Background: an optimization exercise with open tools, aiming at small area, a short achievable clock period and few clock cycles. Do not read the settings as production practice. Function was checked by simulation only, so behaviour that the tests miss may differ from the original. Power and IR drop assume default switching activity.

`flow/constraint.sdc`:
```
create_clock -name core_clock -period 6.6 [get_ports {clk}]
set_input_delay 1.3200 -clock core_clock [delete_from_list [all_inputs] [get_ports {clk}]]
set_output_delay 1.3200 -clock core_clock [all_outputs]
set_load 0.01 [all_outputs]
```
`flow/design.v`:
```
module fa3(input a, input b, input c, output s, output co);
  assign s = a ^ b ^ c;
  assign co = (a & b) | (a & c) | (b & c);
endmodule
module hd_s1(input [127:0] a, input [127:0] b, output [39:0] y);
  wire [127:0] x = a ^ b;
  wire s1, c2;
  fa3 u_s1(.a(x[0]), .b(x[1]), .c(x[2]), .s(s1), .co(c2));
  wire s3, c4;
  fa3 u_s3(.a(x[3]), .b(x[4]), .c(x[5]), .s(s3), .co(c4));
  wire s5, c6;
  fa3 u_s5(.a(x[6]), .b(x[7]), .c(x[8]), .s(s5), .co(c6));
  wire s7, c8;
  fa3 u_s7(.a(x[9]), .b(x[10]), .c(x[11]), .s(s7), .co(c8));
  wire s9, c10;
  fa3 u_s9(.a(x[12]), .b(x[13]), .c(x[14]), .s(s9), .co(c10));
  wire s11, c12;
  fa3 u_s11(.a(x[15]), .b(x[16]), .c(x[17]), .s(s11), .co(c12));
  wire s13, c14;
  fa3 u_s13(.a(x[18]), .b(x[19]), .c(x[20]), .s(s13), .co(c14));
  wire s15, c16;
  fa3 u_s15(.a(x[21]), .b(x[22]), .c(x[23]), .s(s15), .co(c16));
  wire s17, c18;
  fa3 u_s17(.a(x[24]), .b(x[25]), .c(x[26]), .s(s17), .co(c18));
  wire s19, c20;
  fa3 u_s19(.a(x[27]), .b(x[28]), .c(x[29]), .s(s19), .co(c20));
  wire s21, c22;
  fa3 u_s21(.a(x[30]), .b(x[31]), .c(x[32]), .s(s21), .co(c22));
  wire s23, c24;
  fa3 u_s23(.a(x[33]), .b(x[34]), .c(x[35]), .s(s23), .co(c24));
  wire s25, c26;
  fa3 u_s25(.a(x[36]), .b(x[37]), .c(x[38]), .s(s25), .co(c26));
  wire s27, c28;
  fa3 u_s27(.a(x[39]), .b(x[40]), .c(x[41]), .s(s27), .co(c28));
  wire s29, c30;
  fa3 u_s29(.a(x[42]), .b(x[43]), .c(x[44]), .s(s29), .co(c30));
  wire s31, c32;
  fa3 u_s31(.a(x[45]), .b(x[46]), .c(x[47]), .s(s31), .co(c32));
  wire s33, c34;
  fa3 u_s33(.a(x[48]), .b(x[49]), .c(x[50]), .s(s33), .co(c34));
  wire s35, c36;
  fa3 u_s35(.a(x[51]), .b(x[52]), .c(x[53]), .s(s35), .co(c36));
  wire s37, c38;
  fa3 u_s37(.a(x[54]), .b(x[55]), .c(x[56]), .s(s37), .co(c38));
  wire s39, c40;
  fa3 u_s39(.a(x[57]), .b(x[58]), .c(x[59]), .s(s39), .co(c40));
  wire s41, c42;
  fa3 u_s41(.a(x[60]), .b(x[61]), .c(x[62]), .s(s41), .co(c42));
  wire s43, c44;
  fa3 u_s43(.a(x[63]), .b(x[64]), .c(x[65]), .s(s43), .co(c44));
  wire s45, c46;
  fa3 u_s45(.a(x[66]), .b(x[67]), .c(x[68]), .s(s45), .co(c46));
  wire s47, c48;
  fa3 u_s47(.a(x[69]), .b(x[70]), .c(x[71]), .s(s47), .co(c48));
  wire s49, c50;
  fa3 u_s49(.a(x[72]), .b(x[73]), .c(x[74]), .s(s49), .co(c50));
  wire s51, c52;
  fa3 u_s51(.a(x[75]), .b(x[76]), .c(x[77]), .s(s51), .co(c52));
  wire s53, c54;
  fa3 u_s53(.a(x[78]), .b(x[79]), .c(x[80]), .s(s53), .co(c54));
  wire s55, c56;
  fa3 u_s55(.a(x[81]), .b(x[82]), .c(x[83]), .s(s55), .co(c56));
  wire s57, c58;
  fa3 u_s57(.a(x[84]), .b(x[85]), .c(x[86]), .s(s57), .co(c58));
  wire s59, c60;
  fa3 u_s59(.a(x[87]), .b(x[88]), .c(x[89]), .s(s59), .co(c60));
  wire s61, c62;
  fa3 u_s61(.a(x[90]), .b(x[91]), .c(x[92]), .s(s61), .co(c62));
  wire s63, c64;
  fa3 u_s63(.a(x[93]), .b(x[94]), .c(x[95]), .s(s63), .co(c64));
  wire s65, c66;
  fa3 u_s65(.a(x[96]), .b(x[97]), .c(x[98]), .s(s65), .co(c66));
  wire s67, c68;
  fa3 u_s67(.a(x[99]), .b(x[100]), .c(x[101]), .s(s67), .co(c68));
  wire s69, c70;
  fa3 u_s69(.a(x[102]), .b(x[103]), .c(x[104]), .s(s69), .co(c70));
  wire s71, c72;
  fa3 u_s71(.a(x[105]), .b(x[106]), .c(x[107]), .s(s71), .co(c72));
  wire s73, c74;
  fa3 u_s73(.a(x[108]), .b(x[109]), .c(x[110]), .s(s73), .co(c74));
  wire s75, c76;
  fa3 u_s75(.a(x[111]), .b(x[112]), .c(x[113]), .s(s75), .co(c76));
  wire s77, c78;
  fa3 u_s77(.a(x[114]), .b(x[115]), .c(x[116]), .s(s77), .co(c78));
  wire s79, c80;
  fa3 u_s79(.a(x[117]), .b(x[118]), .c(x[119]), .s(s79), .co(c80));
  wire s81, c82;
  fa3 u_s81(.a(x[120]), .b(x[121]), .c(x[122]), .s(s81), .co(c82));
  wire s83, c84;
  fa3 u_s83(.a(x[123]), .b(x[124]), .c(x[125]), .s(s83), .co(c84));
  wire s85, c86;
  fa3 u_s85(.a(s1), .b(s3), .c(s5), .s(s85), .co(c86));
  wire s87, c88;
  fa3 u_s87(.a(s7), .b(s9), .c(s11), .s(s87), .co(c88));
  wire s89, c90;
  fa3 u_s89(.a(s13), .b(s15), .c(s17), .s(s89), .co(c90));
  wire s91, c92;
  fa3 u_s91(.a(s19), .b(s21), .c(s23), .s(s91), .co(c92));
  wire s93, c94;
  fa3 u_s93(.a(s25), .b(s27), .c(s29), .s(s93), .co(c94));
  wire s95, c96;
  fa3 u_s95(.a(s31), .b(s33), .c(s35), .s(s95), .co(c96));
  wire s97, c98;
  fa3 u_s97(.a(s37), .b(s39), .c(s41), .s(s97), .co(c98));
  wire s99, c100;
  fa3 u_s99(.a(s43), .b(s45), .c(s47), .s(s99), .co(c100));
  wire s101, c102;
  fa3 u_s101(.a(s49), .b(s51), .c(s53), .s(s101), .co(c102));
  wire s103, c104;
  fa3 u_s103(.a(s55), .b(s57), .c(s59), .s(s103), .co(c104));
  wire s105, c106;
  fa3 u_s105(.a(s61), .b(s63), .c(s65), .s(s105), .co(c106));
  wire s107, c108;
  fa3 u_s107(.a(s67), .b(s69), .c(s71), .s(s107), .co(c108));
  wire s109, c110;
  fa3 u_s109(.a(s73), .b(s75), .c(s77), .s(s109), .co(c110));
  wire s111, c112;
  fa3 u_s111(.a(s79), .b(s81), .c(s83), .s(s111), .co(c112));
  wire s113, c114;
  fa3 u_s113(.a(c2), .b(c4), .c(c6), .s(s113), .co(c114));
  wire s115, c116;
  fa3 u_s115(.a(c8), .b(c10), .c(c12), .s(s115), .co(c116));
  wire s117, c118;
  fa3 u_s117(.a(c14), .b(c16), .c(c18), .s(s117), .co(c118));
  wire s119, c120;
  fa3 u_s119(.a(c20), .b(c22), .c(c24), .s(s119), .co(c120));
  wire s121, c122;
  fa3 u_s121(.a(c26), .b(c28), .c(c30), .s(s121), .co(c122));
  wire s123, c124;
  fa3 u_s123(.a(c32), .b(c34), .c(c36), .s(s123), .co(c124));
  wire s125, c126;
  fa3 u_s125(.a(c38), .b(c40), .c(c42), .s(s125), .co(c126));
  wire s127, c128;
  fa3 u_s127(.a(c44), .b(c46), .c(c48), .s(s127), .co(c128));
  wire s129, c130;
  fa3 u_s129(.a(c50), .b(c52), .c(c54), .s(s129), .co(c130));
  wire s131, c132;
  fa3 u_s131(.a(c56), .b(c58), .c(c60), .s(s131), .co(c132));
  wire s133, c134;
  fa3 u_s133(.a(c62), .b(c64), .c(c66), .s(s133), .co(c134));
  wire s135, c136;
  fa3 u_s135(.a(c68), .b(c70), .c(c72), .s(s135), .co(c136));
  wire s137, c138;
  fa3 u_s137(.a(c74), .b(c76), .c(c78), .s(s137), .co(c138));
  wire s139, c140;
  fa3 u_s139(.a(c80), .b(c82), .c(c84), .s(s139), .co(c140));
  wire s141, c142;
  fa3 u_s141(.a(s85), .b(s87), .c(s89), .s(s141), .co(c142));
  wire s143, c144;
  fa3 u_s143(.a(s91), .b(s93), .c(s95), .s(s143), .co(c144));
  wire s145, c146;
  fa3 u_s145(.a(s97), .b(s99), .c(s101), .s(s145), .co(c146));
  wire s147, c148;
  fa3 u_s147(.a(s103), .b(s105), .c(s107), .s(s147), .co(c148));
  wire s149, c150;
  fa3 u_s149(.a(s109), .b(s111), .c(x[126]), .s(s149), .co(c150));
  wire s151, c152;
  fa3 u_s151(.a(c86), .b(c88), .c(c90), .s(s151), .co(c152));
  wire s153, c154;
  fa3 u_s153(.a(c92), .b(c94), .c(c96), .s(s153), .co(c154));
  wire s155, c156;
  fa3 u_s155(.a(c98), .b(c100), .c(c102), .s(s155), .co(c156));
  wire s157, c158;
  fa3 u_s157(.a(c104), .b(c106), .c(c108), .s(s157), .co(c158));
  wire s159, c160;
  fa3 u_s159(.a(c110), .b(c112), .c(s113), .s(s159), .co(c160));
  wire s161, c162;
  fa3 u_s161(.a(s115), .b(s117), .c(s119), .s(s161), .co(c162));
  wire s163, c164;
  fa3 u_s163(.a(s121), .b(s123), .c(s125), .s(s163), .co(c164));
  wire s165, c166;
  fa3 u_s165(.a(s127), .b(s129), .c(s131), .s(s165), .co(c166));
  wire s167, c168;
  fa3 u_s167(.a(s133), .b(s135), .c(s137), .s(s167), .co(c168));
  wire s169, c170;
  fa3 u_s169(.a(c114), .b(c116), .c(c118), .s(s169), .co(c170));
  wire s171, c172;
  fa3 u_s171(.a(c120), .b(c122), .c(c124), .s(s171), .co(c172));
  wire s173, c174;
  fa3 u_s173(.a(c126), .b(c128), .c(c130), .s(s173), .co(c174));
  wire s175, c176;
  fa3 u_s175(.a(c132), .b(c134), .c(c136), .s(s175), .co(c176));
  assign y = {c176, c174, c172, c170, c140, c138, s175, s173, s171, s169, c168, c166, c164, c162, c160, c158, c156, c154, c152, s139, s167, s165, s163, s161, s159, s157, s155, s153, s151, c150, c148, c146, c144, c142, x[127], s149, s147, s145, s143, s141};
endmodule
module hd_s2(input [39:0] y, output [10:0] z);
  wire s1, c2;
  fa3 u_s1(.a(y[0]), .b(y[1]), .c(y[2]), .s(s1), .co(c2));
  wire s3, c4;
  fa3 u_s3(.a(y[3]), .b(y[4]), .c(y[5]), .s(s3), .co(c4));
  wire s5, c6;
  fa3 u_s5(.a(y[6]), .b(y[7]), .c(y[8]), .s(s5), .co(c6));
  wire s7, c8;
  fa3 u_s7(.a(y[9]), .b(y[10]), .c(y[11]), .s(s7), .co(c8));
  wire s9, c10;
  fa3 u_s9(.a(y[12]), .b(y[13]), .c(y[14]), .s(s9), .co(c10));
  wire s11, c12;
  fa3 u_s11(.a(y[15]), .b(y[16]), .c(y[17]), .s(s11), .co(c12));
  wire s13, c14;
  fa3 u_s13(.a(y[18]), .b(y[19]), .c(y[20]), .s(s13), .co(c14));
  wire s15, c16;
  fa3 u_s15(.a(y[21]), .b(y[22]), .c(y[23]), .s(s15), .co(c16));
  wire s17, c18;
  fa3 u_s17(.a(y[24]), .b(y[25]), .c(y[26]), .s(s17), .co(c18));
  wire s19, c20;
  fa3 u_s19(.a(y[27]), .b(y[28]), .c(y[29]), .s(s19), .co(c20));
  wire s21, c22;
  fa3 u_s21(.a(y[30]), .b(y[31]), .c(y[32]), .s(s21), .co(c22));
  wire s23, c24;
  fa3 u_s23(.a(y[33]), .b(y[34]), .c(y[35]), .s(s23), .co(c24));
  wire s25, c26;
  fa3 u_s25(.a(y[36]), .b(y[37]), .c(y[38]), .s(s25), .co(c26));
  wire s27, c28;
  fa3 u_s27(.a(c2), .b(c4), .c(s5), .s(s27), .co(c28));
  wire s29, c30;
  fa3 u_s29(.a(s7), .b(s9), .c(s11), .s(s29), .co(c30));
  wire s31, c32;
  fa3 u_s31(.a(c6), .b(c8), .c(c10), .s(s31), .co(c32));
  wire s33, c34;
  fa3 u_s33(.a(c12), .b(c14), .c(s15), .s(s33), .co(c34));
  wire s35, c36;
  fa3 u_s35(.a(s17), .b(s19), .c(s21), .s(s35), .co(c36));
  wire s37, c38;
  fa3 u_s37(.a(c16), .b(c18), .c(c20), .s(s37), .co(c38));
  wire s39, c40;
  fa3 u_s39(.a(c22), .b(c24), .c(s25), .s(s39), .co(c40));
  wire s41, c42;
  fa3 u_s41(.a(s27), .b(s29), .c(s13), .s(s41), .co(c42));
  wire s43, c44;
  fa3 u_s43(.a(c28), .b(c30), .c(s31), .s(s43), .co(c44));
  wire s45, c46;
  fa3 u_s45(.a(s33), .b(s35), .c(s23), .s(s45), .co(c46));
  wire s47, c48;
  fa3 u_s47(.a(c32), .b(c34), .c(c36), .s(s47), .co(c48));
  wire s49, c50;
  fa3 u_s49(.a(s37), .b(s39), .c(y[39]), .s(s49), .co(c50));
  wire s51, c52;
  fa3 u_s51(.a(c38), .b(c40), .c(c26), .s(s51), .co(c52));
  wire s53, c54;
  fa3 u_s53(.a(c42), .b(s43), .c(s45), .s(s53), .co(c54));
  wire s55, c56;
  fa3 u_s55(.a(c44), .b(c46), .c(s47), .s(s55), .co(c56));
  wire s57, c58;
  fa3 u_s57(.a(c48), .b(c50), .c(s51), .s(s57), .co(c58));
  assign z = {c52, c58, s57, c56, s49, s55, c54, s53, s41, s3, s1};
endmodule
module hd_s3(input [10:0] z, output [7:0] d);
  wire s1, c2;
  fa3 u_s1(.a(z[4]), .b(z[5]), .c(z[6]), .s(s1), .co(c2));
  wire s3 = z[7] ^ z[8];
  wire c4 = z[7] & z[8];
  wire s5 = z[9] ^ z[10];
  wire c6 = z[9] & z[10];
  wire [7:0] ra = {1'b0, c6, c4, c2, s1, z[3], z[2], z[0]};
  wire [7:0] rb = {1'b0, 1'b0, s5, s3, 1'b0, 1'b0, 1'b0, z[1]};
  cpa8 u_add(.a(ra), .b(rb), .s(d));
endmodule
module hd_s2p(input [39:0] y, output [7:0] z);
  wire s1, c2;
  fa3 u_s1(.a(y[0]), .b(y[1]), .c(y[2]), .s(s1), .co(c2));
  wire s3, c4;
  fa3 u_s3(.a(y[3]), .b(y[4]), .c(y[5]), .s(s3), .co(c4));
  wire s5, c6;
  fa3 u_s5(.a(y[6]), .b(y[7]), .c(y[8]), .s(s5), .co(c6));
  wire s7, c8;
  fa3 u_s7(.a(y[9]), .b(y[10]), .c(y[11]), .s(s7), .co(c8));
  wire s9, c10;
  fa3 u_s9(.a(y[12]), .b(y[13]), .c(y[14]), .s(s9), .co(c10));
  wire s11, c12;
  fa3 u_s11(.a(y[15]), .b(y[16]), .c(y[17]), .s(s11), .co(c12));
  wire s13, c14;
  fa3 u_s13(.a(y[18]), .b(y[19]), .c(y[20]), .s(s13), .co(c14));
  wire s15, c16;
  fa3 u_s15(.a(y[21]), .b(y[22]), .c(y[23]), .s(s15), .co(c16));
  wire s17, c18;
  fa3 u_s17(.a(y[24]), .b(y[25]), .c(y[26]), .s(s17), .co(c18));
  wire s19, c20;
  fa3 u_s19(.a(y[27]), .b(y[28]), .c(y[29]), .s(s19), .co(c20));
  wire s21, c22;
  fa3 u_s21(.a(y[30]), .b(y[31]), .c(y[32]), .s(s21), .co(c22));
  wire s23, c24;
  fa3 u_s23(.a(y[33]), .b(y[34]), .c(y[35]), .s(s23), .co(c24));
  wire s25, c26;
  fa3 u_s25(.a(y[36]), .b(y[37]), .c(y[38]), .s(s25), .co(c26));
  wire s27, c28;
  fa3 u_s27(.a(c2), .b(c4), .c(s5), .s(s27), .co(c28));
  wire s29, c30;
  fa3 u_s29(.a(s7), .b(s9), .c(s11), .s(s29), .co(c30));
  wire s31, c32;
  fa3 u_s31(.a(c6), .b(c8), .c(c10), .s(s31), .co(c32));
  wire s33, c34;
  fa3 u_s33(.a(c12), .b(c14), .c(s15), .s(s33), .co(c34));
  wire s35, c36;
  fa3 u_s35(.a(s17), .b(s19), .c(s21), .s(s35), .co(c36));
  wire s37, c38;
  fa3 u_s37(.a(c16), .b(c18), .c(c20), .s(s37), .co(c38));
  wire s39, c40;
  fa3 u_s39(.a(c22), .b(c24), .c(s25), .s(s39), .co(c40));
  wire s41, c42;
  fa3 u_s41(.a(s27), .b(s29), .c(s13), .s(s41), .co(c42));
  wire s43, c44;
  fa3 u_s43(.a(c28), .b(c30), .c(s31), .s(s43), .co(c44));
  wire s45, c46;
  fa3 u_s45(.a(s33), .b(s35), .c(s23), .s(s45), .co(c46));
  wire s47, c48;
  fa3 u_s47(.a(c32), .b(c34), .c(c36), .s(s47), .co(c48));
  wire s49, c50;
  fa3 u_s49(.a(s37), .b(s39), .c(y[39]), .s(s49), .co(c50));
  wire s51, c52;
  fa3 u_s51(.a(c42), .b(s43), .c(s45), .s(s51), .co(c52));
  wire s53, c54;
  fa3 u_s53(.a(c44), .b(c46), .c(s47), .s(s53), .co(c54));
  assign z = {c26 | c38 | c40 | c48 | c50 | c54, s49, s53, c52, s51, s41, s3, s1};
endmodule
module hd_s3p(input [7:0] z, output [3:0] d, output hi);
  wire [4:0] t = (5'd1 & {5{z[0]}}) + (5'd1 & {5{z[1]}}) + (5'd2 & {5{z[2]}}) + (5'd4 & {5{z[3]}}) + (5'd8 & {5{z[4]}}) + (5'd8 & {5{z[5]}}) + (5'd8 & {5{z[6]}});
  assign d = t[3:0];
  assign hi = t[4] | z[7];
endmodule
module cpa8(input [7:0] a, input [7:0] b, output [7:0] s);
  wire [7:0] p = a ^ b;
  wire [7:0] g = a & b;
  wire G1_1 = g[1] | (p[1] & g[0]);
  wire P1_1 = p[1] & p[0];
  wire G1_3 = g[3] | (p[3] & g[2]);
  wire P1_3 = p[3] & p[2];
  wire G1_5 = g[5] | (p[5] & g[4]);
  wire P1_5 = p[5] & p[4];
  wire G1_7 = g[7] | (p[7] & g[6]);
  wire P1_7 = p[7] & p[6];
  wire G2_2 = g[2] | (p[2] & G1_1);
  wire P2_2 = p[2] & P1_1;
  wire G2_3 = G1_3 | (P1_3 & G1_1);
  wire P2_3 = P1_3 & P1_1;
  wire G2_6 = g[6] | (p[6] & G1_5);
  wire P2_6 = p[6] & P1_5;
  wire G2_7 = G1_7 | (P1_7 & G1_5);
  wire P2_7 = P1_7 & P1_5;
  wire G3_4 = g[4] | (p[4] & G2_3);
  wire P3_4 = p[4] & P2_3;
  wire G3_5 = G1_5 | (P1_5 & G2_3);
  wire P3_5 = P1_5 & P2_3;
  wire G3_6 = G2_6 | (P2_6 & G2_3);
  wire P3_6 = P2_6 & P2_3;
  wire G3_7 = G2_7 | (P2_7 & G2_3);
  wire P3_7 = P2_7 & P2_3;
  assign s = {p[7] ^ G3_6, p[6] ^ G3_5, p[5] ^ G3_4, p[4] ^ G2_3, p[3] ^ G2_2, p[2] ^ G1_1, p[1] ^ g[0], p[0]};
endmodule
`timescale 1ns / 1ps
module row_window(
    input [9:0] rowA,
    input [9:0] rowB,
    output ok
    );
function plus1;
    input [6:0] x, y;
    integer k, i;
    reg lo, hi, r;
    begin
        r = 1'b0;
        for (k = 0; k < 7; k = k + 1) begin
            lo = 1'b1;
            hi = 1'b1;
            for (i = 0; i < 7; i = i + 1) begin
                if (i < k) lo = lo & ~x[i] & y[i];
                if (i > k) hi = hi & ~(x[i] ^ y[i]);
            end
            r = r | (x[k] & ~y[k] & lo & hi);
        end
        plus1 = r;
    end
endfunction
wire [6:0] A = rowA[9:3];
wire [6:0] B = rowB[9:3];
wire [3:0] a = {1'b0, rowA[2:0]};
wire [3:0] b = {1'b0, rowB[2:0]};
wire eq  = (A == B);
wire aup = plus1(A, B);
wire bup = plus1(B, A);
wire near = (a <= b + 4'd4) && (b <= a + 4'd4);
wire bfar = (b >= a + 4'd4);
wire afar = (a >= b + 4'd4);
assign ok = (eq && near) || (aup && bfar) || (bup && afar);
endmodule
`timescale 1ns / 1ps
module Match_Ctrl #(
    parameter Match_Threshold = 10,
    parameter PSR = 5  
)
(
    input clk,
    input rst,
    input start,
    output [59:0] dout,
    output dout_valid,
    output match_done,
    input wire [9:0] DesNum_RP,
    input wire [9:0] DesNum_RR,
    input wire [9:0] DesNum_RL,
    output  [9:0] R_R_addr,
    input [147:0] R_R_data,
    output  [9:0] R_P_addr,
    input [147:0] R_P_data,
    output [9:0] R_L_addr,
    input [147:0] R_L_data
    );
localparam IDLE = 2'd0, LOAD = 2'd1, STREAM = 2'd2, DRAIN = 2'd3;
reg [1:0] state;
reg [9:0] la, pa, ra;            
reg [7:0] grp;                   
reg [7:0] gprev;                 
reg [9:0] rem;                   
reg [1:0] ldk;                   
reg [9:0] j;                     
reg [9:0] nPm1, nRm1, mlast;     
wire [9:0] mx4;                  
reg [3:0] svq;                   
reg [3:0] pend;                  
reg fin;
reg [4*10-1:0] bestP, bestR;
wire [3:0] hitP;
always @(posedge clk) begin
    nPm1 <= DesNum_RP - 10'd1;
    nRm1 <= DesNum_RR - 10'd1;
    mlast <= (nPm1 > mx4) ? nPm1 : mx4;
end
assign mx4 = (nRm1 > 10'd4) ? nRm1 : 10'd4;
wire zero = (DesNum_RL == 10'd0) || (DesNum_RP == 10'd0) || (DesNum_RR == 10'd0);
wire lastj = (j == mlast);
wire lastg = (rem <= 10'd4);
wire [3:0] svalid = {rem > 10'd3, rem > 10'd2, rem > 10'd1, 1'b1};
wire [3:0] H  = fin ? (hitP & svq) : pend;
wire [3:0] Hlow = H & (~H + 4'd1);
wire [3:0] Hrest = H & ~Hlow;
wire rb = (H != 4'd0);
wire [1:0] rbk = Hlow[1] ? 2'd1 : Hlow[2] ? 2'd2 : Hlow[3] ? 2'd3 : 2'd0;
wire done_c = (state == DRAIN) && (fin || rb) && (Hrest == 4'd0);
reg v0, p0, r0, l0;
reg v1, p1, r1, l1;
reg v2, p2, r2, l2;
reg v3, p3, r3, l3;
reg v4, p4, r4, l4;
reg lq0, lq1;
reg [1:0] lk0, lk1;
reg rq0, rq1, dv, dn0, dn1, dn2;
wire do_el = !rb && (state == STREAM);
wire do_ld = !rb && (state == LOAD) && (rem > {8'd0, ldk});
always @(posedge clk) begin
    p0 <= (j < DesNum_RP);
    r0 <= (j < DesNum_RR);
    l0 <= lastj;
    p1 <= p0; r1 <= r0; l1 <= l0;
    p2 <= p1; r2 <= r1; l2 <= l1;
    p3 <= p2; r3 <= r2; l3 <= l2;
    p4 <= p3; r4 <= r3; l4 <= l3;
    lk0 <= ldk;
    lk1 <= lk0;
    if (rst) begin
        state <= IDLE;
        pend <= 0;
        v0 <= 0; v1 <= 0; v2 <= 0; v3 <= 0; v4 <= 0;
        lq0 <= 0; lq1 <= 0;
        rq0 <= 0; rq1 <= 0;
        dn0 <= 0; dn1 <= 0; dn2 <= 0;
    end else begin
        v0 <= do_el;
        v1 <= v0; v2 <= v1; v3 <= v2; v4 <= v3;
        lq0 <= do_ld;
        lq1 <= lq0;
        rq0 <= rb;
        rq1 <= rq0;
        dn0 <= done_c || ((state == IDLE) && start && zero);
        dn1 <= dn0;
        dn2 <= dn1;
        if (rb)
            pend <= Hrest;
        if (done_c)
            state <= IDLE;
        if (!rb) begin
            case (state)
                IDLE: begin
                    grp <= 0;
                    rem <= DesNum_RL;
                    ldk <= 2'd1;
                    j <= 0;
                    if (start && !zero)
                        state <= LOAD;
                end
                LOAD: begin
                    if (ldk == 2'd3)
                        state <= STREAM;
                    else
                        ldk <= ldk + 2'd1;
                end
                STREAM: begin
                    if (lastj) begin
                        j <= 0;
                        gprev <= grp;
                        svq <= svalid;
                        grp <= grp + 8'd1;
                        rem <= rem - 10'd4;
                        ldk <= 2'd1;
                        state <= lastg ? DRAIN : LOAD;
                    end else
                        j <= j + 10'd1;
                end
                default: ;
            endcase
        end
    end
end
always @(posedge clk) begin
    if (rb) begin
        la <= {gprev, rbk};
        pa <= bestP[rbk*10 +: 10];
        ra <= bestR[rbk*10 +: 10];
    end else if (state == LOAD) begin
        la <= {grp, ldk};
        pa <= j;
        ra <= j;
    end else begin
        la <= {grp, 2'd0};
        pa <= j;
        ra <= j;
    end
end
reg [127:0] Ls1, Ls2, Ls3;
always @(posedge clk) begin
    if (lq1 && lk1 == 2'd1) Ls1 <= R_L_data[127:0];
    if (lq1 && lk1 == 2'd2) Ls2 <= R_L_data[127:0];
    if (lq1 && lk1 == 2'd3) Ls3 <= R_L_data[127:0];
end
wire [4*128-1:0] Lslot = {Ls3, Ls2, Ls1, R_L_data[127:0]};
reg [4*40-1:0] yP1, yR1;
reg [4*8-1:0]  zP2;
reg [4*11-1:0] zR2;
reg [4*8-1:0]  hdR;
reg [4*4-1:0]  hdP;
reg [3:0]      hiP;             
reg [3:0]      hitr;
reg [4*4-1:0]  minP;
reg [4*8-1:0]  minR;
reg fresh;
reg [9:0] jt;
wire first = fresh;
wire [9:0] jc = first ? 10'd0 : jt;
genvar k;
generate
for (k = 0; k < 4; k = k + 1) begin : g_slot
    wire [39:0] yP, yR;
    wire [7:0] zP;
    wire [10:0] zR;
    wire [3:0] dP;
    wire hP;
    wire [7:0] dR;
    hd_s1 u_s1P(.a(Lslot[k*128 +: 128]), .b(R_P_data[127:0]), .y(yP));
    hd_s1 u_s1R(.a(Lslot[k*128 +: 128]), .b(R_R_data[127:0]), .y(yR));
    hd_s2p u_s2P(.y(yP1[k*40 +: 40]), .z(zP));
    hd_s2 u_s2R(.y(yR1[k*40 +: 40]), .z(zR));
    hd_s3p u_s3P(.z(zP2[k*8 +: 8]), .d(dP), .hi(hP));
    hd_s3 u_s3R(.z(zR2[k*11 +: 11]), .d(dR));
    wire [3:0] baseP = first ? Match_Threshold : minP[k*4 +: 4];
    wire updP = v4 && p4 && !hiP[k] && (hdP[k*4 +: 4] < baseP);
    wire updR = v4 && r4 && (first || (hdR[k*8 +: 8] < minR[k*8 +: 8]));
    always @(posedge clk) begin
        yP1[k*40 +: 40] <= yP;
        yR1[k*40 +: 40] <= yR;
        zP2[k*8 +: 8] <= zP;
        zR2[k*11 +: 11] <= zR;
        hdR[k*8 +: 8] <= dR;
        hdP[k*4 +: 4] <= dP;
        hiP[k] <= hP;
        if (updP) begin
            minP[k*4 +: 4] <= hdP[k*4 +: 4];
            bestP[k*10 +: 10] <= jc;
        end else if (v4 && first)
            minP[k*4 +: 4] <= Match_Threshold;
        if (updR) begin
            minR[k*8 +: 8] <= hdR[k*8 +: 8];
            bestR[k*10 +: 10] <= jc;
        end
    end
    always @(posedge clk)
        if (updP)
            hitr[k] <= 1'b1;
        else if (v4 && first)
            hitr[k] <= 1'b0;
    assign hitP[k] = hitr[k];
end
endgenerate
always @(posedge clk) begin
    if (v4)
        jt <= jc + 10'd1;
    if (rst) begin
        fresh <= 1'b1;
        fin <= 1'b0;
    end else begin
        if (v4)
            fresh <= l4;
        fin <= v4 && l4;
    end
end
wire rowok;
row_window u_row(.rowA(R_R_data[137:128]), .rowB(R_L_data[137:128]), .ok(rowok));
reg [59:0] dout_r;
always @(posedge clk) begin
    dout_r <= {R_R_data[147:128], R_P_data[147:128], R_L_data[147:128]};
    if (rst)
        dv <= 1'b0;
    else
        dv <= rq1 && rowok;
end
assign R_L_addr = la;
assign R_P_addr = pa;
assign R_R_addr = ra;
assign dout = dout_r;
assign dout_valid = dv;
assign match_done = dn2;
endmodule
```
`flow/flow/run.sh`:
```
#!/bin/bash
# The standard layout (standard.sh, all steps), except that the port
# buffers that global placement inserts on every input and output are
# sky130_fd_sc_hd__buf_1 cells (ORFS's BUFFER_PORTS_ARGS); timing repair may
# still resize them.  The whole make output goes to standard.log, and ORFS
# keeps each step's own log under orfs/logs/.
set -euo pipefail
export BUFFER_PORTS_ARGS="-buffer_cell sky130_fd_sc_hd__buf_1"
bash standard.sh > standard.log 2>&1
```
`flow/standard.sh`:
```
#!/bin/bash
# synth_recipe.tcl (not shown) runs the flow's synth.tcl, then flattens the netlist and writes it again
# the make line also repeats each setting of config.mk as NAME=value (left out here)
make -C /OpenROAD-flow-scripts/flow DESIGN_CONFIG=/design/flow/config.mk WORK_HOME=/design/flow/orfs CLKGATE_MAP_FILE= SYNTH_SCRIPT=/design/flow/synth_recipe.tcl "${@:-finish}"
```
`flow/config.mk`:
```
export PLATFORM = sky130hd
export DESIGN_NAME = Match_Ctrl
export DESIGN_NICKNAME = Match_Ctrl
export VERILOG_FILES = /design/flow/design.v
export SDC_FILE = /design/flow/constraint.sdc
export NUM_CORES = 4
export LEC_CHECK = 0
export CAP_MARGIN = 20
export CORE_MARGIN = 2
export CORE_UTILIZATION = 40
export CTS_CLUSTER_DIAMETER = 100
export CTS_CLUSTER_SIZE = 25
export SETUP_SLACK_MARGIN = 3.9
export SLEW_MARGIN = 20
export SYNTH_HIERARCHICAL = 1
export SYNTH_MINIMUM_KEEP_SIZE = 0
```
==> results by group, run 1 <==
Critical path
  • Crit path launch type: input pin
  • CP max stage cell: fa_1
  • CP required: 7.25 ns
  • CP arrival: 3.39 ns
  • Crit end category: flop
  • Crit path max fanout: 4
  • CP max stage delay: 0.66 ns
  • Top delay family on crit path: adder cells
  • Most frequent CP cell: fa_1
  • Crit-path cells: clkbuf_4 > xor2_2 > fa_1 > fa_1 > fa_1
  • Buf/Inv on CP: 1
  • CP Class: input pin to flop

Power and ir drop
  • Sw power: 11700 µW
  • Leak: 0.0281 µW
  • Clock network fraction of total power: 14.7%
  • Portion of total power attributed to sequential cells: 37.9%
  • Switching share of power: 39.4%
  • Int Pwr: 17900 µW
  • PD cells: 403 nW/µm²
  • Combinational power share: 47.4%
  • Peak supply drop: 0.000338 V

Outcome
  • Status: timing/DRC/antenna clean

Layout
  • Fin nets: 6338
  • # fillers: 15000
  • Area Growth Syn to Fin: 9.80%
  • Layout cells sized above 1: 20.3%

Global routing
  • Total GRT Usage: 22.3%
  • Initial antenna violation count: 38
  • Largest net degree at the start of global routing: 129
  • Aggregate global routing overflow: 0
  • Number of global-route vias before repair: 36700
  • First-pass GRT wire length: 266000 µm

Floorplanning
  • Die area: 170000 µm²
  • Initial Util: 40.1%
  • I/O pins: 569
  • Core area: 167000 µm²
  • Row count: 150
  • Die W: 413 µm
  • Die height: 413 µm

Synthesis
  • Synthesized instance count: 4513
  • Yosys Warn Count: 8
  • Register area share after synthesis: 43.6%
  • Yosys cell types: 66
  • Post-synth EDFFs: 563
  • FF+latch count, synth: 1174
  • Ys flop type: dfxtp_1
  • Top cells by area, synth: fa_1, edfxtp_1, dfxtp_1
  • Cell accounting for the most synthesized area: fa_1
  • Post-Syn Area: 66900 µm²
  • Mapped Avg Cell Area: 14.8 µm²
  • Top cell type's share of synthesized area: 28.4%
  • Asr flop ratio synth: 0%

CTS
  • CTS root buf: clkbuf_16
  • Worst-Skew Late Latency: 0.75 ns
  • Clock-pin slew of the registers on the worst-case setup and hold paths: 0.10 ns
  • TritonCTS sink count: 1174
  • Number of buffers created by CTS: 58
  • H-tree depth: 2
  • CTS tree: built
  • CTS max path bufs: 3

Timing
  • Worst slew pin tran: 1.29 ns
  • Setup TNS: 0 ns
  • Crit share post-route: 41.6%
  • Max Clock Freq: 364 MHz
  • Setup skew after layout: 0.0407 ns
  • RSZ-0062 raised after global routing: true
  • Final Max Slew Viols: 0
  • Slew headroom: 13.7%
  • Final setup fails: 0
  • Setup WS post-layout: 3.86 ns
  • Fin. Hold Viols: 0
  • Minimum clock period: 2.74 ns

Detailed routing
  • Wire length on met1: 78900 µm
  • WL met3: 11100 µm
  • DRC: 0
  • Final wirelength: 190000 µm
  • Vias: 33600
  • Routed wl met2: 92900 µm
  • 1st-iter DRT viols: 2549
  • Routed Antenna Nets: 0
  • Highest metal used: met5
  • Via/cell ratio: 4.78
  • Drt first pass iters: 5
  • Drt wl/cell: 26.9 µm

Placement
  • Pre-CTS WS: 2.86 ns
  • Port bufs: 568
  • RePlAce Congestion: 0.924
  • DPL Wire Length: 159000 µm

Job
  • Max_cap viols: 0

Min path
  • Hold Path Class: flop to flop
==> sequential cells by signal (all words and copies together) (netlist names), 16 cells and up <==
| register | cells |
|---|---|
| zP2 | 32 |
| hdR | 32 |
| yR1 | 160 |
| Ls3 | 128 |
| hdP | 16 |
| minR | 32 |
| bestR | 40 |
| zR2 | 44 |
| dout_r | 60 |
| Ls1 | 128 |
| bestP | 40 |
| yP1 | 160 |
| minP | 16 |
| Ls2 | 128 |
==> per-layer routing <==
| metal | vias up | GRT usage (%) |
|---|---|---|
| met5 | - | 0 |
| met4 | 32 | 6.76 |
| met3 | 230 | 3.35 |
| met2 | 1027 | 37.6 |
| met1 | 17600 | 29.8 |
| li1 | 14700 | - |
==> cell families (layout without fill, tap and decap cells) <==
family / count (synthesis) / after routing / share of synthesized area, %
adder cells (fa/ha/maj): 1089 / 1089 / 31.0
AND/OR/NAND/NOR: 348 / 348 / 2.64
flip-flops: 1174 / 1174 / 43.6
other: 4 / 38 / 0.0224
AO/OA/AOI/OAI: 183 / 183 / 2.12
XOR/XNOR: 1095 / 1095 / 14.4
buffers and inverters: 564 / 845 / 5.38
multiplexers: 56 / 56 / 0.857
==> modules after synthesis (local to each module, per instance) <==
| module | times used | flops+latches | area (µm²) | cells |
|---|---|---|---|---|
| hd_s1 | 8 | 0 | 1420 | 168 |
| row_window | 1 | 0 | 557 | 78 |
| fa3 | 932 | 0 | 20.0 | 1 |
| hd_s2p | 4 | 0 | 66.3 | 10 |
| Match_Ctrl | 1 | 1174 | 33900 | 1863 |
| hd_s3p | 4 | 0 | 105 | 12 |
| cpa8 | 4 | 0 | 324 | 38 |
| hd_s3 | 4 | 0 | 28.8 | 3 |
| hd_s2 | 4 | 0 | 82.6 | 11 |
==> per-stage QoR <==
| step | std cells | hold WS (ns) | util (%) | power, µW | instance area [µm²] |
|---|---|---|---|---|---|
| after detailed placement | 6912 | 0.313 | 42.0 | 25200 | 70100 |
| after CTS | 7020 | 0.340 | 43.5 | 29700 | 72500 |
| after floorplan | 4537 | 0.310 | - | 25600 | 68100 |
| final | 7032 | 0.337 | 44.1 | 29600 | 73400 |
| after global routing | 7027 | 0.343 | 44.0 | 31900 | 73400 |
| after global placement | 6911 | 0.312 | 42.0 | 24900 | 70100 |
==> cell type report <==
| type | instances | area [µm²] | share of cell area, % |
|---|---|---|---|
| Inverter | 146 | 548 | 0.746 |
| Tap cell | 2204 | 2760 | 3.76 |
| Timing Repair Buffer | 593 | 2860 | 3.90 |
| Clock inverter | 20 | 224 | 0.305 |
| Multi-Input combinational cell | 2799 | 36200 | 49.3 |
| Antenna cell | 10 | 25.0 | 0.0341 |
| Clock buffer | 86 | 1620 | 2.21 |
| Sequential cell | 1174 | 29200 | 39.8 |
==> power by group through the flow <==
stage	sequential (µW)	clock (µW)	combinational (µW)
6_report	11200	4350	14000
2_1_floorplan	10300	0	15300
5_1_grt	11300	4690	16000
4_1_cts	11200	4480	14000
3_3_place_gp	11300	0	13500
3_5_place_dp	11300	0	13800
==> repair_timing <==
item,CTS,global route
setup endpoints to repair,219,157
hold buffers,0,0
pin swaps,19,42
buffers inserted,2,2
resized for setup,325,267
endpoints found under the hold margin,0,0
==> worst register-to-register path: cells and delay by family, from the launching register on <==
kind / cells / cell delay (ns)
adders and majority gates: 4 / 1.96
DFF: 1 / 0.58
==> path summary, 6_finish.rpt <==
check,slack (ns),depth (start not counted),startpoint,end
worst max-delay path,3.86,5,R_P_data[28],yP1[132]
worst min-delay path,0.34,0,r3,r4
worst max register to register,3.92,4,yR1[49],zR2[14]
worst min register to register,0.34,0,r3,r4
==> cell usage in the layout (no fill, tap or decap), types with 29 or more instances in the layout <==
cell type	n
a21oi_1	30
buf_1	203
buf_2	241
clkbuf_16	60
clkbuf_2	110
dfxtp_1	555
dfxtp_2	53
edfxtp_1	563
fa_1	695
fa_2	253
ha_1	138
inv_1	143
mux2i_1	46
nand2_1	90
nand3_1	34
nor2_1	59
o21ai_0	29
xnor2_1	45
xor2_1	907
xor2_2	134
==> Yosys cell counts, types with 6 or more instances <==
cell type and number:
ha_1 141, xor2_1 1046, o21ai_0 33, nor2_1 61, nor3_1 11, mux2_2 10
clkbuf_1 20, o221ai_1 20, a211oi_1 6, nand3_1 35, nand2_1 93, a21o_1 23
fa_1 948, nand4_1 14, a21oi_1 32, and3_1 17, nand2b_1 28, mux2i_1 46
dfxtp_1 611, buf_4 392, nor2b_1 24, xnor2_1 45, o21a_1 8, or3_1 6
edfxtp_1 563, inv_1 143, and2_1 18, nor4_1 20
Testbench counts, summed over its fixed seeds: cycles 142,190.
==> inputs of run 2 (changes only) <==
--- a/flow/config.mk
+++ b/flow/config.mk
@@ -6,9 +6,10 @@
 export NUM_CORES = 4
 export LEC_CHECK = 0
+export ABC_CLOCK_PERIOD_IN_PS = 2800
 export CAP_MARGIN = 20
 export CORE_MARGIN = 2
 export CORE_UTILIZATION = 40
-export CTS_CLUSTER_DIAMETER = 100
-export CTS_CLUSTER_SIZE = 25
+export CTS_CLUSTER_DIAMETER = 120
+export CTS_CLUSTER_SIZE = 20
 export SETUP_SLACK_MARGIN = 3.9
 export SLEW_MARGIN = 20
==> run 2 against run 1 <==
Power grew 1.7%. Cell area grew 2.9%. Largest power group unchanged. Critical path type unchanged. Clock power grew 9.7%. First-iteration DRC count grew 6.3%. Synthesized area is the same. Clock-buffer cell count grew 30. Sequential share of layout area shrank 1.1 points. Still clean. Cell count grew 0.21%. Highest routed layer unchanged.
==> results by group, run 2 <==
Outcome
  • Status: timing/DRC/antenna clean (unchanged)

Min path
  • Hold Path Class: flop to flop (unchanged)

Timing
  • Fin. Hold Viols: 0 (unchanged)
  • Setup skew after layout: 0.0323 ns (was 0.0407 ns)
  • Worst slew pin tran: 1.22 ns (was 1.29 ns)
  • Setup TNS: 0 ns (unchanged)
  • Slew headroom: 18.6% (was 13.7%)
  • Final Max Slew Viols: 0 (unchanged)
  • Final setup fails: 0 (unchanged)
  • RSZ-0062 raised after global routing: true (unchanged)
  • Crit share post-route: 41.7% (was 41.6%)
  • Hold slack final: 0.337 ns (about the same)
  • Max Clock Freq: 363 MHz (was 364 MHz)
  • Minimum clock period: 2.75 ns (was 2.74 ns)

Layout
  • Layout cells sized above 1: 24.7% (was 20.3%)
  • Fin nets: 6349 (was 6338)
  • Most common cell after layout, fill and taps aside: xor2_1 (unchanged)
  • Area Growth Syn to Fin: 13.0% (was 9.80%)
  • Final Cell Area: 75600 µm² (was 73400 µm²)
  • Cell Count, Final, Fillers Out: 7047 (was 7032)
  • Commonest non-fill, non-tap cells in the layout: xor2_1, fa_1, edfxtp_1 (unchanged)
  • Final core occ: 45.3% (was 44.1%)
  • Largest registers: yP1 x160, yR1 x160 (unchanged)

Critical path
  • CP required: 7.21 ns (was 7.25 ns)
  • Buf/Inv on CP: 1 (unchanged)
  • Crit path max fanout: 4 (unchanged)
  • Top delay family on crit path: adder cells (unchanged)
  • CP Class: input pin to flop (unchanged)
  • Crit-path cells: buf_2 > xor2_1 > fa_1 > fa_2 > fa_1 (was clkbuf_4 > xor2_2 > fa_1 > fa_1 > fa_1)
  • Most frequent CP cell: fa_1 (unchanged)
  • CP arrival: 3.37 ns (was 3.39 ns)
  • CP max stage cell: fa_1 (unchanged)
  • CP max stage delay: 0.64 ns (was 0.66 ns)
  • Crit end category: flop (unchanged)
  • Crit path launch type: input pin (unchanged)

Synthesis
  • Register area share after synthesis: 43.6% (unchanged)
  • Yosys Warn Count: 8 (unchanged)
  • Top cells by area, synth: fa_1, edfxtp_1, dfxtp_1 (unchanged)
  • Synthesized instance count: 4513 (unchanged)
  • Post-Syn Area: 66900 µm² (unchanged)
  • Yosys cell types: 66 (unchanged)
  • Mapped Avg Cell Area: 14.8 µm² (unchanged)
  • FF+latch count, synth: 1174 (unchanged)
  • Cell accounting for the most synthesized area: fa_1 (unchanged)
  • Top cells by count, synth: xor2_1, fa_1, dfxtp_1 (unchanged)
  • Post-synth EDFFs: 563 (unchanged)
  • Top cell type's share of synthesized area: 28.4% (unchanged)
  • Most common cell in the synthesized netlist: xor2_1 (unchanged)
  • Ys flop type: dfxtp_1 (unchanged)
  • Asr flop ratio synth: 0% (unchanged)

CTS
  • Clock-pin slew of the registers on the worst-case setup and hold paths: 0.09 ns (was 0.10 ns)
  • Worst-Skew Late Latency: 0.70 ns (was 0.75 ns)
  • CTS root buf: clkbuf_16 (unchanged)
  • H-tree depth: 3 (was 2)
  • Post-CTS Hold Fix Bufs: 0 (unchanged)
  • CTS max path bufs: 3 (unchanged)
  • Number of buffers created by CTS: 71 (was 58)
  • CTS tree: built (unchanged)
  • TritonCTS sink count: 1174 (unchanged)

Power and ir drop
  • Peak supply drop: 0.000344 V (was 0.000338 V)
  • PD cells: 398 nW/µm² (was 403 nW/µm²)
  • Leak: 0.0286 µW (was 0.0281 µW)

Detailed routing
  • Via/cell ratio: 4.78 (about the same)
  • Routed Antenna Nets: 0 (unchanged)
  • Drt first pass iters: 7 (was 5)
  • DRC: 0 (unchanged)
  • Vias: 33700 (was 33600)
  • Final wirelength: 191000 µm (was 190000 µm)
  • Drt wl/cell: 27.1 µm (was 26.9 µm)
  • 1st-iter DRT viols: 2709 (was 2549)

Placement
  • Port bufs: 568 (unchanged)
  • RePlAce Congestion: 0.924 (unchanged)
  • Placed Cells: 6912 (unchanged)
  • DPL Wire Length: 159000 µm (unchanged)
  • Placed inst area: 70100 µm² (unchanged)

Global routing
  • Aggregate global routing overflow: 0 (unchanged)
  • Largest net degree at the start of global routing: 129 (unchanged)
  • First-pass GRT wire length: 267000 µm (was 266000 µm)
  • Initial antenna violation count: 44 (was 38)
  • Number of global-route vias before repair: 36800 (was 36700)
  • Total GRT Usage: 22.5% (was 22.3%)

Job
  • Max_cap viols: 0 (unchanged)

Floorplanning
  • Die area: 170000 µm² (unchanged)
  • Die W: 413 µm (unchanged)
  • Die height: 413 µm (unchanged)
  • Initial Util: 40.1% (unchanged)
  • Row count: 150 (unchanged)
  • I/O pins: 569 (unchanged)
  • Core area: 167000 µm² (unchanged)
==> run 2: cell types whose count changed in the layout (fill, tap and decap cells not counted), sizes merged <==
cell	before	now
buf	477	510
inv	161	151
clkbuf	202	197
diode	10	5
clkinv	4	6
==> run 2: kinds of logic after synthesis <==
group | share of synthesized area [%]
XOR/XNOR | 14.4
AO/OA/AOI/OAI | 2.12
multiplexers | 0.857
buffers and inverters | 5.38
adder cells (fa/ha/maj) | 31.0
other | 0.0224
AND/OR/NAND/NOR | 2.64
flip-flops | 43.6
==> run 2: timing repair <==
item / 4_1_cts / 5_1_grt
setup buffers: 2 / 0
resized for setup: 436 / 513
pin swaps: 32 / 139
endpoints found under the setup margin: 262 / 157
cloned: 0 / 0
==> run 2: metal layers <==
layer	share of wire, %	vias up	GRT usage [%]	wire length [µm]
met4	3.3	38	7.14	6320
met3	6.0	250	3.80	11500
met5	0.12	-	0	234
met2	49	1115	37.6	93800
li1	-	14500	-	-
met1	41	17700	29.9	79100
==> run 2: final cells by class <==
cell class | instances | area, µm²
fillers | 14700 | 91100
flip-flops and latches | 1174 | 29200
inverters | 146 | 548
diodes | 5 | 12.5
clock inverters | 12 | 185
multi-input cells | 2799 | 37800
clock buffers | 116 | 1990
repair buffers | 591 | 3100
well taps | 2204 | 2760
==> run 2: modules after synthesis, one instance, submodules excluded, excerpt <==
| module | flops+latches | area, µm² |
|---|---|---|
| hd_s3 | 0 | 28.8 |
| hd_s1 | 0 | 1420 |
| Match_Ctrl | 1174 | 33900 |
| cpa8 | 0 | 324 |
| hd_s2 | 0 | 82.6 |
| hd_s2p | 0 | 66.3 |
| hd_s3p | 0 | 105 |
| fa3 | 0 | 20.0 |
==> run 2: worst paths after layout <==
path              cells past startpoint  slack [ns]    startpoint     end
setup reg to reg                      6        3.96       yP1[21]  zP2[7]
setup / recovery                      5        3.85  R_P_data[65]  yP1[2]
hold reg to reg                       0        0.34            r2      r3
hold / removal                        0        0.34            r2      r3
==> run 2: stage by stage <==
| stage | worst slack [ns] | power [µW] |
|---|---|---|
| final | 3.85 | 30100 |
| after global routing | 3.81 | 32500 |
| after CTS | 3.88 | 30200 |
| after detailed placement | 2.86 | 25200 |
| after global placement | 2.88 | 24900 |
| after floorplan | 3.39 | 25600 |
==> run 2: power by group <==
part           internal [µW]  switching (µW)  leakage [µW]  total, µW
registers               9540            1660        0.0105      11200
logic                   6640            7480        0.0171      14100
clock network           2160            2610       0.00104       4770
total                  18300           11700        0.0286      30100
==> inputs of run 3 (changes only) <==
--- a/flow/design.v
+++ b/flow/design.v
@@ -313,7 +313,7 @@
 endmodule
 module hd_s3p(input [7:0] z, output [3:0] d, output hi);
-  wire [4:0] t = (5'd1 & {5{z[0]}}) + (5'd1 & {5{z[1]}}) + (5'd2 & {5{z[2]}}) + (5'd4 & {5{z[3]}}) + (5'd8 & {5{z[4]}}) + (5'd8 & {5{z[5]}}) + (5'd8 & {5{z[6]}});
+  wire [5:0] t = (6'd1 & {6{z[0]}}) + (6'd1 & {6{z[1]}}) + (6'd2 & {6{z[2]}}) + (6'd4 & {6{z[3]}}) + (6'd8 & {6{z[4]}}) + (6'd8 & {6{z[5]}}) + (6'd8 & {6{z[6]}});
   assign d = t[3:0];
-  assign hi = t[4] | z[7];
+  assign hi = (t[5:4] != 0) | z[7];
 endmodule
 module cpa8(input [7:0] a, input [7:0] b, output [7:0] s);
--- a/flow/config.mk
+++ b/flow/config.mk
@@ -10,6 +10,6 @@
 export CORE_MARGIN = 2
 export CORE_UTILIZATION = 40
-export CTS_CLUSTER_DIAMETER = 120
-export CTS_CLUSTER_SIZE = 20
+export CTS_CLUSTER_DIAMETER = 100
+export CTS_CLUSTER_SIZE = 25
 export SETUP_SLACK_MARGIN = 3.9
 export SLEW_MARGIN = 20
==> run 3 against run 2 <==
Largest power group unchanged. Cell area down 2.6%. Synthesized cell count down 0.75%. Still clean. Die area about the same. Cell count down 0.65%. Non-clock buffer count up 3. Clock-buffer cell count down 26.
==> results by group, run 3 <==
Outcome
  • Status: timing/DRC/antenna clean (unchanged)

Timing
  • Slew headroom: 38.1% (was 18.6%)
  • Max Clock Freq: 361 MHz (was 363 MHz)
  • Setup skew after layout: 0.0441 ns (was 0.0323 ns)
  • Fin. Hold Viols: 0 (unchanged)
  • Final setup fails: 0 (unchanged)
  • Final Max Slew Viols: 0 (unchanged)
  • Minimum clock period: 2.77 ns (was 2.75 ns)
  • RSZ-0062 raised after global routing: true (unchanged)
  • Setup TNS: 0 ns (unchanged)
  • Worst slew pin tran: 0.929 ns (was 1.22 ns)
  • Setup WS post-layout: 3.83 ns (was 3.85 ns)
  • Crit share post-route: 42.0% (was 41.7%)

Floorplanning
  • I/O pins: 569 (unchanged)
  • Die height: 413 µm (about the same)
  • Initial Util: 40.4% (was 40.1%)
  • Core area: 165000 µm² (was 167000 µm²)
  • Die area: 170000 µm² (about the same)
  • Row count: 149 (was 150)
  • Die W: 413 µm (about the same)

Synthesis
  • Largest family of logic cells by synthesized area: adder cells (unchanged)
  • Mapped Avg Cell Area: 14.9 µm² (was 14.8 µm²)
  • Mux contribution to synthesized area: 0.899% (was 0.857%)
  • Top cells by area, synth: fa_1, edfxtp_1, dfxtp_1 (unchanged)
  • Simple-gate portion of the synthesized area: 2.45% (was 2.64%)
  • Post-Syn Area: 66800 µm² (was 66900 µm²)
  • Post-Synth XOR/XNOR Area: 14.4% (about the same)
  • Ys flop type: dfxtp_1 (unchanged)
  • Post-synth EDFFs: 563 (unchanged)
  • Cell accounting for the most synthesized area: fa_1 (unchanged)
  • FF+latch count, synth: 1174 (unchanged)
  • Most common cell in the synthesized netlist: xor2_1 (unchanged)
  • Top cell type's share of synthesized area: 28.4% (about the same)
  • Yosys cell types: 73 (was 66)
  • Synthesized instance count: 4479 (was 4513)
  • Register area share after synthesis: 43.6% (about the same)
  • Top cells by count, synth: xor2_1, fa_1, dfxtp_1 (unchanged)
  • Post-synthesis compound-gate area fraction: 2.28% (was 2.12%)
  • Yosys Warn Count: 8 (unchanged)
  • Synth Area in Adders: 31.0% (about the same)
  • Asr flop ratio synth: 0% (unchanged)

CTS
  • Number of buffers created by CTS: 58 (was 71)
  • TritonCTS sink count: 1174 (unchanged)
  • Clock-pin slew of the registers on the worst-case setup and hold paths: 0.10 ns (was 0.09 ns)
  • CTS tree: built (unchanged)
  • CTS root buf: clkbuf_16 (unchanged)
  • CTS max path bufs: 3 (unchanged)
  • Worst-Skew Late Latency: 0.72 ns (was 0.70 ns)
  • H-tree depth: 2 (was 3)

Job
  • Max_cap viols: 0 (unchanged)

Placement
  • Port bufs: 568 (unchanged)
  • RePlAce Congestion: 0.921 (was 0.924)
  • DPL Wire Length: 161000 µm (was 159000 µm)
  • Pre-CTS WS: 2.86 ns (about the same)

Critical path
  • FF-to-FF path depth: 6 (unchanged)
  • R2R setup slack: 3.95 ns (was 3.96 ns)
  • CP Class: input pin to flop (unchanged)
  • Crit path launch type: input pin (unchanged)
  • Worst setup path startpoint: R_P_data[30] (was R_P_data[65])
  • CP required: 7.19 ns (was 7.21 ns)
  • Crit path max fanout: 4 (unchanged)
  • CP arrival: 3.36 ns (was 3.37 ns)
  • Worst R2R End: zP2[31] (was zP2[7])
  • Crit end category: flop (unchanged)
  • Launch point of the worst reg-to-reg path: yP1[151] (was yP1[21])

Layout
  • Most common cell after layout, fill and taps aside: xor2_1 (unchanged)
  • # fillers: 14700 (about the same)
  • Commonest non-fill, non-tap cells in the layout: xor2_1, fa_1, edfxtp_1 (unchanged)
  • FF/Latch Area: 29200 µm² (about the same)
  • Area of the multi-input gates: 36400 µm² (was 37800 µm²)
  • Largest registers: yP1 x160, yR1 x160 (unchanged)
  • Fin nets: 6307 (was 6349)
  • Layout cells sized above 1: 21.1% (was 24.7%)
  • Final core occ: 44.5% (was 45.3%)
  • Area Growth Syn to Fin: 10.1% (was 13.0%)

Global routing
  • Largest net degree at the start of global routing: 51 (was 129)
  • Aggregate global routing overflow: 0 (unchanged)
  • First-pass GRT wire length: 268000 µm (was 267000 µm)
  • Initial antenna violation count: 50 (was 44)
  • Number of global-route vias before repair: 36500 (was 36800)
  • Total GRT Usage: 22.5% (about the same)

Power and ir drop
  • Peak supply drop: 0.000352 V (was 0.000344 V)
  • PD cells: 401 nW/µm² (was 398 nW/µm²)
  • Leak: 0.0281 µW (was 0.0286 µW)

Detailed routing
  • Via/cell ratio: 4.81 (was 4.78)
  • Final wirelength: 191000 µm (about the same)
  • Drt first pass iters: 7 (unchanged)
  • 1st-iter DRT viols: 2758 (was 2709)
  • DRC: 0 (unchanged)
  • Vias: 33700 (about the same)
  • Routed Antenna Nets: 0 (unchanged)
  • Drt wl/cell: 27.2 µm (was 27.1 µm)

Min path
  • Launch point of the worst hold path: l2 (was r2)
  • Hold Path Sink: l3 (was r3)
  • Hold Path Class: flop to flop (unchanged)
  • Hold Path Depth: 0 (unchanged)
-- run 3: timing repair --
action / CTS / global route
gates resized for setup: 358 / 251
endpoints found under the setup margin: 393 / 153
hold buffers: 0 / 0
setup buffers: 4 / 2
pin swaps: 25 / 28
-- run 3: per-stage QoR --
stage,instances,total power (µW),instance area (µm²),hold WS [ns]
floorplan,4503,25500,68000,0.310
finish,7001,29500,73600,0.337
global route,6990,31800,73600,0.343
detailed placement,6865,25000,70000,0.313
CTS,6976,29500,72500,0.339
global placement,6865,24600,70000,0.312
-- run 3: cells by family after synthesis --
family	count (synthesis)
compound gates	197
xor+xnor	1093
fa+ha+maj	1089
buf+inv	552
flops	1174
mux	58
other cells	4
simple gates	312
-- run 3: where the power goes --
part / switching (µW) / leakage (µW) / internal (µW) / total [µW]
registers: 1670 / 0.0105 / 9550 / 11200
logic: 7390 / 0.0167 / 6530 / 13900
clock network: 2530 / 0.000895 / 1820 / 4350
total: 11600 / 0.0281 / 17900 / 29500
-- run 3: layer usage --
layer  routed length [µm]  part of all wire, %  up-vias  GRT usage [%]
met5                  242                 0.13        -              0
met4                 6910                  3.6       42           7.03
met3                12100                  6.3      249           3.52
met2                92200                   48     1111           37.2
met1                79300                   42    17700           30.4
li1                     -                    -    14600              -
-- run 3: per-module statistics from Yosys (local to each module, per instance), a selection --
module | cells | flops+latches | area (µm²)
Match_Ctrl | 1845 | 1174 | 33900
cpa8 | 38 | 0 | 324
hd_s1 | 168 | 0 | 1420
hd_s2p | 10 | 0 | 66.3
hd_s3 | 3 | 0 | 28.8
row_window | 78 | 0 | 557
-- run 3: worst max path at each step --
stage / end / slack, ns / depth (start not counted)
3_5_place_dp: yR1[43] / 2.86 / 5
3_3_place_gp: yR1[43] / 2.87 / 5
4_1_cts: zP2[7] / 3.85 / 6
6_report: yP1[81] / 3.83 / 5
5_1_grt: zP2[15] / 3.78 / 6
2_1_floorplan: yP1[120] / 3.39 / 5
-- run 3: critical path, cell delays in order --
cell	delay, ns
buf_2	0.17
xor2_2	0.20
fa_1	0.66
fa_1	0.51
fa_1	0.49
-- run 3: cell type report --
type / count / area share, %
tap: 2189 / 3.72
antenna: 23 / 0.0782
clock buffer: 90 / 2.18
multi-input combinational: 2777 / 49.4
sequential: 1174 / 39.7
clock inverter: 17 / 0.345
inverter: 137 / 0.716
timing repair buffer: 594 / 3.83
Testbench counts of run 3, summed over its fixed seeds: cycles 142,190.

==> separate check: timing with driven ports <==
No port has a modelled driver above. Below, the same layouts with a new extraction and two added sets of constraints.
Step 1, drivers: a clkbuf_16 drives clk and a buf_2 each remaining input, both assumed.
Step 2 also shifts input and output timing later by t, the mid clock arrival at the registers, as if the neighbouring blocks saw the same clock.
Slacks: ideal / step 1 / step 2; pairs: ideal / step 1.
run	t, ns	slack for setup (ns)	slew at the worst register clock pin (ns)
run 1	0.811	3.856 / 3.852 / 3.041	0.11 / 0.11
run 2	0.772	3.846 / 3.826 / 3.054	0.10 / 0.10
run 3	0.786	3.831 / 3.841 / 3.055	0.11 / 0.11
After both steps every run listed still meets setup and hold. For run 1, which loses most, drivers alone change the setup slack by -0.004 ns; drivers and shift together by -0.815 ns.
